What follows belongs to an exercise in optimizing a design on an open flow for small area; a production flow would make more cautious choices.
Where RTL was checked, it was by simulation tests only, not by an equivalence proof against the original.
Power is estimated from default activity; no workload was simulated.

Setup of old:
## topModule
module topModule (
    input clk,
    input rst,
    input btnL,
    input [1:0] sw,
    input [3:0] JC_cols,
    input btnR,
    output audio_gain,
    output audio_shutdown,
    output audio_out,
    output reg [3:0] JC_rows,
    output [3:0] an,
    output reg [6:0] seg
);
For scale: roughly 110 flip-flops, ~28 I/O pins, roughly 4500 µm² of cells after synthesis.
==> flow/config.mk <==
export PLATFORM = sky130hd
export DESIGN_NAME = topModule
export DESIGN_NICKNAME = topModule
export VERILOG_FILES = /design/flow/design.v
export SDC_FILE = /design/flow/constraint.sdc
export NUM_CORES = 4
export LEC_CHECK = 0
export CAP_MARGIN = 20
export CORE_MARGIN = 2
export CORE_UTILIZATION = 40
export SLEW_MARGIN = 20
==> flow/constraint.sdc <==
create_clock -name core_clock -period 10.0 [get_ports {clk}]
set_input_delay 2.0000 -clock core_clock [delete_from_list [all_inputs] [get_ports {clk}]]
set_output_delay 2.0000 -clock core_clock [all_outputs]
set_load 0.01 [all_outputs]
standard.sh (not shown) runs the stock make flow with config.mk's settings and CLKGATE_MAP_FILE= SYNTH_SCRIPT=/design/flow/synth_recipe.tcl, a recipe that flattens the netlist after the stock synthesis.
==> flow/flow/run.sh <==
#!/bin/bash
# Own layout flow: the standard layout (standard.sh), with three changes:
#  - synthesis runs the standard flow's synthesis script (synth_recipe.tcl) unchanged, except that the final
#    ABC technology mapping uses flow/abc.script (area mapping, no buffering or upsizing)
#    instead of ORFS's speed script; registers and their names are not affected;
#  - buffer_ports puts a sky130_fd_sc_hd__buf_1 on every input and output port;
#  - clock tree synthesis uses clkbuf cells from CTS_BUFS and inserts no dummy loads.
# Each tool's output is in orfs/logs/; make's full output is in own_flow.log.
set -euo pipefail
W=$(pwd)
CTS_BUFS=${CTS_BUFS:-sky130_fd_sc_hd__clkbuf_4 sky130_fd_sc_hd__clkbuf_8}
CTS_EXTRA=${CTS_EXTRA:-}
{
  printf 'proc abc {args} {\n'
  printf '  set i [lsearch -exact $args -script]\n'
  printf '  if {$i >= 0} { lset args [expr {$i + 1}] {%s/flow/abc.script} }\n' "$W"
  printf '  puts "own flow: abc $args"\n'
  printf '  yosys abc {*}$args\n'
  printf '}\n'
  cat synth_recipe.tcl
} > own_synth.tcl
sed -E "s#SYNTH_SCRIPT=[^ ]*#SYNTH_SCRIPT=$W/own_synth.tcl#" standard.sh > own_standard.sh
grep -q "SYNTH_SCRIPT=$W/own_synth.tcl" own_standard.sh
export BUFFER_PORTS_ARGS="-buffer_cell sky130_fd_sc_hd__buf_1"
export CTS_ARGS="-sink_clustering_enable -repair_clock_nets -buf_list {$CTS_BUFS} -dont_use_dummy_load $CTS_EXTRA"
bash own_standard.sh > own_flow.log 2>&1
==> flow/flow/abc.script <==
strash
&get -n
&st
&syn2
&dch
&nf
&put
strash
dch
map -a
[inputs] new vs old
==> flow/flow/abc.script <==
strash
&get -n
&st
&synch2
&put
dch
amap
topo
### Flow results
Summary of new over old: global-route usage over all layers dropped 0.85 points, total power divided by cell area up 1.7%, proportion of cell area occupied by multi-input gates roughly the same, final standard cell count with taps included and fillers excluded now sits lower, power in the clock group stayed essentially flat. cpH[1]$_DFF_P_ as the termination of the worst setup path was reported by old, and cpL[3]$_DFF_P_ by new. Diff old -> new | synthesized cell count | decrease of 43.

## job 4917
topModule, a different RTL version from the one above (not shown whole).
Size in the first run: roughly 780 cells after synthesis, ~120 flip-flops, about 28 I/O pins, about 6500 um^2 of cells after synthesis.
clock: 10.0 ns
lec_check: 0
cap_margin: 20
core_margin: 2
core_utilization: 40
cts_buf_list: sky130_fd_sc_hd__clkbuf_4
cts_cluster_size: 80
slew_margin: 20
run.sh (not shown) runs the stock make flow with config.mk's settings and CLKGATE_MAP_FILE= SYNTH_SCRIPT=/design/flow/synth_recipe.tcl, a recipe that flattens the netlist after the stock synthesis.
Stock flow here: none of the scripts above is used.
Job 4917 ran to completion and came out clean on the timing, design-rule and antenna checks.
> inputs changed (job 4917 -> job 8673)
- CTS_CLUSTER_SIZE no longer set, was 80
- CTS_BUF_LIST no longer set, was sky130_fd_sc_hd__clkbuf_4
[summary]
Job 8673 vs job 4917: global-route wire length before repair up. Job 4917 consumes less power than job 8673. Detailed-route wire length on metal 1 in job 8673 vs job 4917: up 51 um. Looking at maximum frequency, job 8673 sits below job 4917.
## Diff of input files: job 8828 against job 8673
- CORE_UTILIZATION: 40 -> 70
- CTS_BUF_LIST: unset -> sky130_fd_sc_hd__clkbuf_4
## What came out
- Summary of job 8828 over job 8673: combinational cell power decreased by about 1% relative to the old numbers, global-route usage now larger, per-instance average area after synthesis about even.
- Shortest clock period the worst path allows after layout improves in job 8828 relative to job 8673.
- Job 8828 vs job 8673, top power group: registers vs the clock network
- Job 8673 → job 8828: estimated wirelength of the detail-placed design shrank by about 3.7%; die area shrank by 7200 um^2; number of core rows shrank by 11.
- Job 8828 — routed wire length 580 um lower, job 8673 as reference
- On job 8828: cell area is about 6% lower than what job 8673 gave.
No run of this note included a check of the RTL's function; only the layout flow was run.

## port drivers added, routing unchanged
How much do the figures lean on ideal ports? The routed layouts below were timed once more, with nothing changed but the port constraints. Step 1 assumes that a clkbuf_16 drives the clock port and a buf_2 every other input. Step 2 adds t to the input delays and takes it off the output delays; t is the mean of the earliest and latest rising clock arrival at the registers after step 1. Input paths then give back, and output paths get back, about the clock's delay inside the block. Slacks: no drivers / after step 1 / after step 2; pairs: no drivers / after step 1.
run	t, ns	setup slack, ns	latest minus earliest clock arrival (ns)
old	0.390	4.712 / 4.712 / 4.712	0.025 / 0.026
new	0.389	5.277 / 5.277 / 5.277	0.032 / 0.032
job 4917	0.549	5.814 / 5.825 / 5.276	0.020 / 0.020
job 8673	0.456	5.694 / 5.713 / 5.258	0.009 / 0.009
job 8828	0.550	5.849 / 5.814 / 5.332	0.020 / 0.019
After both steps every run listed still meets setup and hold. The setup slack of job 4917, which loses most, moves by +0.011 ns with the drivers and by -0.538 ns with both steps.
